What follows belongs to an exercise in optimizing a design on an open flow for small area and a short achievable clock period; a production flow would make more cautious choices. Only simulation tests tie the RTL to the original design; equivalence was not proved. The flow treats the clock pin as an ideal source, which a real chip does not have.

Setup of the previous run:
==> flow/design.v (excerpt) <==
module rrc_filter #(
	parameter WIDTH = 9
)(
	input logic clk,
	input logic rst,
	input logic signed [WIDTH-1:0] filter_in,
	output logic signed [WIDTH-1:0] filter_out
);
export LEC_CHECK = 0
export ABC_CLOCK_PERIOD_IN_PS = 800
export CAP_MARGIN = 20
export CORE_MARGIN = 2
export CORE_UTILIZATION = 70
export CTS_BUF_LIST = sky130_fd_sc_hd__clkbuf_8 sky130_fd_sc_hd__clkbuf_16
export CTS_CLUSTER_DIAMETER = 60
export CTS_CLUSTER_SIZE = 25
export PLACE_DENSITY = 0.75
export SLEW_MARGIN = 20
export SYNTH_HIERARCHICAL = 1
create_clock -name core_clock -period 10.5 [get_ports {clk}]
standard.sh (not shown) runs the stock make flow with config.mk's settings and CLKGATE_MAP_FILE= SYNTH_SCRIPT=/design/flow/synth_recipe.tcl, a recipe that flattens the netlist after the stock synthesis.
==> flow/flow/run.sh <==
#!/bin/bash
# Own layout flow: the standard ORFS flow (standard.sh, unchanged synthesis), with
#  - timing repair aimed below the design's period (SETUP_SLACK_MARGIN; the SDC is unchanged),
#  - port buffers of a normal buffer cell rather than the smallest one.
# Each step's full log is kept by ORFS under orfs/logs/; make's own output goes to flow.log.
set -uo pipefail
bash standard.sh SETUP_SLACK_MARGIN=7.3 "BUFFER_PORTS_ARGS=-buffer_cell sky130_fd_sc_hd__buf_4" finish > flow.log 2>&1
The previous run went all the way through the flow, and no timing, DRC or antenna check failed.
Input-level comparison between the current run and the previous run:
- CTS_CLUSTER_SIZE changed from 25 to 20
- PLACE_DENSITY removed (was 0.75)
- CORE_UTILIZATION changed from 70 to 55
- CTS_BUF_LIST changed from sky130_fd_sc_hd__clkbuf_8 sky130_fd_sc_hd__clkbuf_16 to sky130_fd_sc_hd__clkbuf_4 sky130_fd_sc_hd__clkbuf_8
### Flow results
- Taking the previous run as the reference, in the current run final standard cell count with taps included and fillers excluded climbed about 5.7%; global-route usage dropped 5.7 points; routed wire length dropped 1.6%.
- In the reports for the previous run and the current run, the larger cell area after layout belongs to the previous run.
- Of the previous run and the current run, the higher post-DP HPWL belongs to the current run.
- Average wire per standard cell: the previous run and the current run compared, lower one is the current run

========
Setup of run A:
rrc_filter, a different RTL version from the one above (not shown whole).
For scale: roughly 970 cells after synthesis, roughly 380 flip-flops, ~20 I/O pins, about 17000 sq um of cells after synthesis.
Design rrc_filter, start of the top module:
module rrc_filter #(
	parameter WIDTH = 9
)(
	input logic clk,
	input logic rst,
	input logic signed [WIDTH-1:0] filter_in,
	output logic signed [WIDTH-1:0] filter_out
);
  logic [8:0] sr0, sr1, sr2, sr3, sr4, sr5, sr6, sr7, sr8, sr9, sr10, sr11, sr12, sr13, sr14, sr15, sr16, sr17, sr18, sr19, sr20, sr21, sr22, sr23, sr24, sr25, sr26, sr27;
  always_ff @(posedge clk or posedge rst) begin
    if (rst) begin
      sr0 <= 9'h000;
      sr1 <= 9'h000;
      sr2 <= 9'h000;
      sr3 <= 9'h000;
      sr4 <= 9'h000;
      sr5 <= 9'h000;
      sr6 <= 9'h000;
      sr7 <= 9'h000;
      sr8 <= 9'h000;
      sr9 <= 9'h000;
      sr10 <= 9'h000;
      sr11 <= 9'h000;
      sr12 <= 9'h000;
      sr13 <= 9'h000;
      sr14 <= 9'h000;
      sr15 <= 9'h000;
      sr16 <= 9'h000;
      sr17 <= 9'h000;
      sr18 <= 9'h000;
      sr19 <= 9'h000;
      sr20 <= 9'h000;
      sr21 <= 9'h000;
      sr22 <= 9'h000;
      sr23 <= 9'h000;
      sr24 <= 9'h000;
      sr25 <= 9'h000;
      sr26 <= 9'h000;
      sr27 <= 9'h000;
    end else begin
      sr0 <= filter_in;
      sr1 <= sr0;
      sr2 <= sr1;
      sr3 <= sr2;
      sr4 <= sr3;
      sr5 <= sr4;
      sr6 <= sr5;
      sr7 <= sr6;
      sr8 <= sr7;
      sr9 <= sr8;
      sr10 <= sr9;
      sr11 <= sr10;
      sr12 <= sr11;
      sr13 <= sr12;
      sr14 <= sr13;
      sr15 <= sr14;
      sr16 <= sr15;
      sr17 <= sr16;
  ...
Settings: LEC_CHECK=0, ABC_CLOCK_PERIOD_IN_PS=1500, CAP_MARGIN=20, CORE_MARGIN=2, CORE_UTILIZATION=70, CTS_BUF_LIST=sky130_fd_sc_hd__clkbuf_16, CTS_CLUSTER_DIAMETER=90, CTS_CLUSTER_SIZE=32, PLACE_DENSITY=0.75, SLEW_MARGIN=20, SYNTH_HIERARCHICAL=1; clock period 10.5 ns.
==> flow/flow/run.sh <==
#!/bin/bash
# Own layout flow: the standard ORFS flow (standard.sh, unchanged synthesis), with
#  - timing repair aimed below the design's period (SETUP_SLACK_MARGIN; the SDC is unchanged),
#  - port buffers of a normal buffer cell rather than the smallest one,
#  - after CTS, the clock port drives the tree's branch buffers directly, split in two (flow/flatten_clock_root.tcl).
# Each step's full log is kept by ORFS under orfs/logs/; make's own output goes to flow.log.
set -uo pipefail
here=$(pwd)
bash standard.sh SETUP_SLACK_MARGIN=7.45 "BUFFER_PORTS_ARGS=-buffer_cell sky130_fd_sc_hd__buf_2" \
  "POST_CTS_TCL=$here/flow/flatten_clock_root.tcl" finish > flow.log 2>&1
==> flow/flow/flatten_clock_root.tcl <==
# POST_CTS hook. CTS builds root buffer -> branch buffers -> leaf buffers -> registers.
# 1. Drop the root buffer: the clock port then feeds the branch buffers directly.
set block [ord::get_db_block]
set clknet [$block findNet clk]

proc loads_of {net} {
  set l {}
  foreach it [$net getITerms] { if {[$it isInputSignal]} { lappend l $it } }
  return $l
}
proc out_net {inst} {
  foreach it [$inst getITerms] { if {[$it isOutputSignal]} { return [$it getNet] } }
  return ""
}

set roots [loads_of $clknet]
puts "clock hook: clock port feeds [llength $roots] cell(s)"
if {[llength $roots] == 1} {
  set root [[lindex $roots 0] getInst]
  set out [out_net $root]
  set loads [loads_of $out]
  if {[llength $loads] <= 4 && [llength $loads] > 0} {
    foreach it $loads {
      set pname "[[$it getInst] getName]/[[$it getMTerm] getName]"
      disconnect_pin [$out getName] $pname
      connect_pin clk $pname
    }
    set rname [$root getName]
    set oname [$out getName]
    delete_instance $rname
    delete_net $oname
    puts "clock hook: removed root $rname"
  }
}

set branches [loads_of $clknet]
set nsplit [expr {4 / max(1, [llength $branches])}]
if {[llength $branches] <= 2} {
  set k 0
  foreach bit $branches {
    set b [$bit getInst]
    set bnet [out_net $b]
    set leaves [loads_of $bnet]
    if {[llength $leaves] < 4} continue
    # split the leaves in two halves along the wider spread of their positions
    set pts {}
    foreach it $leaves {
      set li [$it getInst]
      set loc [$li getLocation]
      lappend pts [list $it [lindex $loc 0] [lindex $loc 1]]
    }
    set xs [lmap p $pts {lindex $p 1}]
    set ys [lmap p $pts {lindex $p 2}]
    set dx [expr {[tcl::mathfunc::max {*}$xs] - [tcl::mathfunc::min {*}$xs]}]
    set dy [expr {[tcl::mathfunc::max {*}$ys] - [tcl::mathfunc::min {*}$ys]}]
    set idx [expr {$dx >= $dy ? 1 : 2}]
    set pts [lsort -integer -index $idx $pts]
    set half [expr {[llength $pts] / 2}]
    set moved [lrange $pts $half end]
    set master [[$b getMaster] getName]
    set nname "clkhook_split_${k}"
    set netname "clkhook_net_${k}"
    incr k
    set newnet [odb::dbNet_create $block $netname]
    $newnet setSigType CLOCK
    set inst [odb::dbInst_create $block [[ord::get_db] findMaster $master] $nname]
    set sx 0; set sy 0
    foreach p $moved { set sx [expr {$sx + [lindex $p 1]}]; set sy [expr {$sy + [lindex $p 2]}] }
    set n [llength $moved]
    $inst setLocation [expr {$sx / $n}] [expr {$sy / $n}]
    $inst setPlacementStatus PLACED
    [$inst findITerm A] connect $clknet
    [$inst findITerm X] connect $newnet
    foreach p $moved {
      set it [lindex $p 0]
      $it disconnect
      $it connect $newnet
    }
    # move the original branch buffer to the centroid of the leaves it keeps
    set sx 0; set sy 0
    set kept [lrange $pts 0 [expr {$half - 1}]]
    foreach p $kept { set sx [expr {$sx + [lindex $p 1]}]; set sy [expr {$sy + [lindex $p 2]}] }
    set n [llength $kept]
    $b setLocation [expr {$sx / $n}] [expr {$sy / $n}]
    puts "clock hook: split [$b getName] ([llength $leaves] leaves) into two"
  }
  detailed_placement
  check_placement -verbose
}
estimate_parasitics -placement
report_clock_latency
Run A: no failed stages, no open violations at the end
--- input diff run A..run B ---
# run A
export LEC_CHECK = 0
export ABC_CLOCK_PERIOD_IN_PS = 1500
export CAP_MARGIN = 20
export CORE_MARGIN = 2
export CORE_UTILIZATION = 70
export CTS_BUF_LIST = sky130_fd_sc_hd__clkbuf_16
export CTS_CLUSTER_DIAMETER = 90
export CTS_CLUSTER_SIZE = 32
export PLACE_DENSITY = 0.75
export SLEW_MARGIN = 20
export SYNTH_HIERARCHICAL = 1
create_clock -name core_clock -period 10.5 [get_ports {clk}]
# run B
export LEC_CHECK = 0
export ABC_CLOCK_PERIOD_IN_PS = 800
export CAP_MARGIN = 20
export CORE_MARGIN = 2
export CORE_UTILIZATION = 70
export CTS_BUF_LIST = sky130_fd_sc_hd__clkbuf_16
export CTS_CLUSTER_DIAMETER = 90
export CTS_CLUSTER_SIZE = 32
export PLACE_DENSITY = 0.75
export SLEW_MARGIN = 20
export SYNTH_HIERARCHICAL = 1
create_clock -name core_clock -period 10.5 [get_ports {clk}]
-- flow/flow/run.sh --
<<< run A, line 7
set -uo pipefail
here=$(pwd)
bash standard.sh SETUP_SLACK_MARGIN=7.45 "BUFFER_PORTS_ARGS=-buffer_cell sky130_fd_sc_hd__buf_2" \
  "POST_CTS_TCL=$here/flow/flatten_clock_root.tcl" finish > flow.log 2>&1
>>> run B, line 7
set -uo pipefail
here=$(pwd)
bash standard.sh SETUP_SLACK_MARGIN=7.48 "BUFFER_PORTS_ARGS=-buffer_cell sky130_fd_sc_hd__buf_2" \
  "POST_CTS_TCL=$here/flow/flatten_clock_root.tcl" finish > flow.log 2>&1
- Maximum frequency deteriorates in run B relative to run A.
- Vias per cell in run B is about 1% higher than in run A
- [run B] synthesis-to-finish area growth rose 0.48 points relative to run A
- Register-to-register slack | run B below run A
- The number of filler instances in the final layout of run B falls short of that of run A by 27.
- Between run A and run B, the difference in fraction of area in multi-input gates is negligible.
Relative to run B, the following input files were edited for run C:
# run B
export LEC_CHECK = 0
export ABC_CLOCK_PERIOD_IN_PS = 800
export CAP_MARGIN = 20
export CORE_MARGIN = 2
export CORE_UTILIZATION = 70
export CTS_BUF_LIST = sky130_fd_sc_hd__clkbuf_16
export CTS_CLUSTER_DIAMETER = 90
export CTS_CLUSTER_SIZE = 32
export PLACE_DENSITY = 0.75
export SLEW_MARGIN = 20
export SYNTH_HIERARCHICAL = 1
create_clock -name core_clock -period 10.5 [get_ports {clk}]
# run C
export LEC_CHECK = 0
export ABC_CLOCK_PERIOD_IN_PS = 800
export CAP_MARGIN = 20
export CORE_MARGIN = 2
export CORE_UTILIZATION = 70
export CTS_BUF_LIST = sky130_fd_sc_hd__clkbuf_16
export CTS_CLUSTER_DIAMETER = 80
export CTS_CLUSTER_SIZE = 30
export PLACE_DENSITY = 0.75
export SLEW_MARGIN = 20
export SYNTH_HIERARCHICAL = 1
create_clock -name core_clock -period 10.5 [get_ports {clk}]
-- flow/flow/run.sh --
<<< run B, line 7
set -uo pipefail
here=$(pwd)
bash standard.sh SETUP_SLACK_MARGIN=7.48 "BUFFER_PORTS_ARGS=-buffer_cell sky130_fd_sc_hd__buf_2" \
  "POST_CTS_TCL=$here/flow/flatten_clock_root.tcl" finish > flow.log 2>&1
>>> run C, line 7
set -uo pipefail
here=$(pwd)
bash standard.sh SETUP_SLACK_MARGIN=7.45 "BUFFER_PORTS_ARGS=-buffer_cell sky130_fd_sc_hd__buf_2" \
  "POST_CTS_TCL=$here/flow/flatten_clock_root.tcl" finish > flow.log 2>&1
-- flow/flow/flatten_clock_root.tcl --
<<< run B, line 62
    set netname "clkhook_net_${k}"
    incr k
    set newnet [odb::dbNet_create $block $netname]
    $newnet setSigType CLOCK
    set inst [odb::dbInst_create $block [[ord::get_db] findMaster $master] $nname]
    set sx 0; set sy 0
    foreach p $moved { set sx [expr {$sx + [lindex $p 1]}]; set sy [expr {$sy + [lindex $p 2]}] }
>>> run C, line 62
    set netname "clkhook_net_${k}"
    incr k
    make_net $netname
    make_instance $nname $master
    set inst [$block findInst $nname]
    set sx 0; set sy 0
    foreach p $moved { set sx [expr {$sx + [lindex $p 1]}]; set sy [expr {$sy + [lindex $p 2]}] }
<<< run B, line 70
    $inst setLocation [expr {$sx / $n}] [expr {$sy / $n}]
    $inst setPlacementStatus PLACED
    [$inst findITerm A] connect $clknet
    [$inst findITerm X] connect $newnet
    foreach p $moved {
      set it [lindex $p 0]
      $it disconnect
      $it connect $newnet
    }
    # move the original branch buffer to the centroid of the leaves it keeps
>>> run C, line 70
    $inst setLocation [expr {$sx / $n}] [expr {$sy / $n}]
    $inst setPlacementStatus PLACED
    connect_pin clk "$nname/A"
    connect_pin $netname "$nname/X"
    [$block findNet $netname] setSigType CLOCK
    foreach p $moved {
      set it [lindex $p 0]
      set pname "[[$it getInst] getName]/[[$it getMTerm] getName]"
      disconnect_pin [$bnet getName] $pname
      connect_pin $netname $pname
    }
    # move the original branch buffer to the centroid of the leaves it keeps
==> results.txt <==
- Run C is listed as incomplete: the tool reported an error in clock tree synthesis and the run ended there.
- ~same standard cell area after detailed placement in run C and run B
- Re unique cell type count in the Yosys netlist: no difference whatsoever between run B and run C.
- Between run B and run C, the count of buffers from port buffering figures differ only marginally.
- Compared run B against run C; final weighted congestion of routability-driven global placement within noise.
- Run C -> run B: number of synthesized flops with an enable pin delta 0, exact match
- From run B to run C, effective utilization at floorplan did not move at all.
- Run B → run C: post-synthesis instance area barely changed, number of sinks on the clock net barely changed.
- Reported for run C and run B, number of placement rows turned out identical to the last digit.
- Reported for run C and run B, synthesized cell count turned out identical to the last digit.
The inputs of run D differ from those of run C as listed below.
# run C
export LEC_CHECK = 0
export ABC_CLOCK_PERIOD_IN_PS = 800
export CAP_MARGIN = 20
export CORE_MARGIN = 2
export CORE_UTILIZATION = 70
export CTS_BUF_LIST = sky130_fd_sc_hd__clkbuf_16
export CTS_CLUSTER_DIAMETER = 80
export CTS_CLUSTER_SIZE = 30
export PLACE_DENSITY = 0.75
export SLEW_MARGIN = 20
export SYNTH_HIERARCHICAL = 1
create_clock -name core_clock -period 10.5 [get_ports {clk}]
# run D
export LEC_CHECK = 0
export ABC_CLOCK_PERIOD_IN_PS = 800
export CAP_MARGIN = 20
export CORE_MARGIN = 2
export CORE_UTILIZATION = 70
export CTS_BUF_LIST = sky130_fd_sc_hd__clkbuf_16
export CTS_CLUSTER_DIAMETER = 90
export CTS_CLUSTER_SIZE = 32
export GPL_TIMING_DRIVEN = 1
export PLACE_DENSITY = 0.75
export SLEW_MARGIN = 20
export SYNTH_HIERARCHICAL = 1
create_clock -name core_clock -period 10.5 [get_ports {clk}]
-- flow/flow/flatten_clock_root.tcl --
<<< run C, line 62
    set netname "clkhook_net_${k}"
    incr k
    make_net $netname
    make_instance $nname $master
    set inst [$block findInst $nname]
    set sx 0; set sy 0
    foreach p $moved { set sx [expr {$sx + [lindex $p 1]}]; set sy [expr {$sy + [lindex $p 2]}] }
>>> run D, line 62
    set netname "clkhook_net_${k}"
    incr k
    set newnet [odb::dbNet_create $block $netname]
    $newnet setSigType CLOCK
    set inst [odb::dbInst_create $block [[ord::get_db] findMaster $master] $nname]
    set sx 0; set sy 0
    foreach p $moved { set sx [expr {$sx + [lindex $p 1]}]; set sy [expr {$sy + [lindex $p 2]}] }
<<< run C, line 70
    $inst setLocation [expr {$sx / $n}] [expr {$sy / $n}]
    $inst setPlacementStatus PLACED
    connect_pin clk "$nname/A"
    connect_pin $netname "$nname/X"
    [$block findNet $netname] setSigType CLOCK
    foreach p $moved {
      set it [lindex $p 0]
      set pname "[[$it getInst] getName]/[[$it getMTerm] getName]"
      disconnect_pin [$bnet getName] $pname
      connect_pin $netname $pname
    }
    # move the original branch buffer to the centroid of the leaves it keeps
>>> run D, line 70
    $inst setLocation [expr {$sx / $n}] [expr {$sy / $n}]
    $inst setPlacementStatus PLACED
    [$inst findITerm A] connect $clknet
    [$inst findITerm X] connect $newnet
    foreach p $moved {
      set it [lindex $p 0]
      $it disconnect
      $it connect $newnet
    }
    # move the original branch buffer to the centroid of the leaves it keeps
Notes after the runs:
- Run D finished every stage and its layout cleared the timing, design-rule and antenna checks.
- Detailed-placement wirelength estimate of run D is on par with run C.
- Per the comparison of run D with run C, arithmetic-cell share of the synthesized area counting full adders, half adders and majority gates level, share of the synthesized netlist area taken by xor and xnor gates about even.
- Status: post-synthesis sequential area ratio parity (run D, run C)
- Run D -> run C: synthesized area delta 0, exact match
- Diff run C..run D | number of placement rows | unchanged
Input-level comparison between run E and run D:
# run D
export LEC_CHECK = 0
export ABC_CLOCK_PERIOD_IN_PS = 800
export CAP_MARGIN = 20
export CORE_MARGIN = 2
export CORE_UTILIZATION = 70
export CTS_BUF_LIST = sky130_fd_sc_hd__clkbuf_16
export CTS_CLUSTER_DIAMETER = 90
export CTS_CLUSTER_SIZE = 32
export GPL_TIMING_DRIVEN = 1
export PLACE_DENSITY = 0.75
export SLEW_MARGIN = 20
export SYNTH_HIERARCHICAL = 1
create_clock -name core_clock -period 10.5 [get_ports {clk}]
# run E
export LEC_CHECK = 0
export ABC_CLOCK_PERIOD_IN_PS = 800
export CAP_MARGIN = 20
export CORE_MARGIN = 2
export CORE_UTILIZATION = 70
export CTS_BUF_LIST = sky130_fd_sc_hd__clkbuf_16
export CTS_CLUSTER_DIAMETER = 80
export CTS_CLUSTER_SIZE = 30
export PLACE_DENSITY = 0.75
export SLEW_MARGIN = 20
export SYNTH_HIERARCHICAL = 1
create_clock -name core_clock -period 10.5 [get_ports {clk}]
-- flow/flow/run.sh --
<<< run D, line 7
set -uo pipefail
here=$(pwd)
bash standard.sh SETUP_SLACK_MARGIN=7.45 "BUFFER_PORTS_ARGS=-buffer_cell sky130_fd_sc_hd__buf_2" \
  "POST_CTS_TCL=$here/flow/flatten_clock_root.tcl" finish > flow.log 2>&1
>>> run E, line 7
set -uo pipefail
here=$(pwd)
bash standard.sh SETUP_SLACK_MARGIN=7.58 "BUFFER_PORTS_ARGS=-buffer_cell sky130_fd_sc_hd__buf_2" \
  "POST_CTS_TCL=$here/flow/flatten_clock_root.tcl" finish > flow.log 2>&1
Notes after the runs:
Sort run D and run E by aggregate global-route resource usage asc -> top: run D
Compared to run D, run E has final weighted congestion of routability-driven global placement 0.014 lower.
In the reports for run D and run E, the smaller shortest period the worst path allows belongs to run E.
Run D → run E: width of the die about even, final worst slack has increased.

what the ideal ports hide:
The flow's constraints put no driver on any port. The routed layouts listed below were extracted and timed again, unchanged, in two steps. Step 1 sets driving cells, clkbuf_16 on the clock port and buf_2 on the other inputs (assumed; they add their load-dependent delay and slew). Step 2 times the ports against the registers' clock, not the clock port: input delays grow and output delays shrink by t, the midpoint of the rising clock arrivals with the driver on. Slacks: no drivers / after step 1 / after step 2; pairs: no drivers / after step 1.
run	t, ns	setup WS [ns]	worst slew at a driven data input, ns
the previous run	0.612	7.263 / 7.263 / 7.010	0.03
the current run	0.588	7.290 / 7.290 / 7.025	0.04
run A	0.425	7.512 / 7.470 / 7.235	0.04
run B	0.424	7.477 / 7.467 / 7.179	0.05
run D	0.425	7.512 / 7.470 / 7.235	0.04
run E	0.423	7.533 / 7.481 / 7.332	0.03
After both steps every run listed still meets setup and hold. The setup slack of run B, which loses most, moves by -0.010 ns with the drivers and by -0.298 ns with both steps. The worst setup slack also covers recovery checks on asynchronous resets.
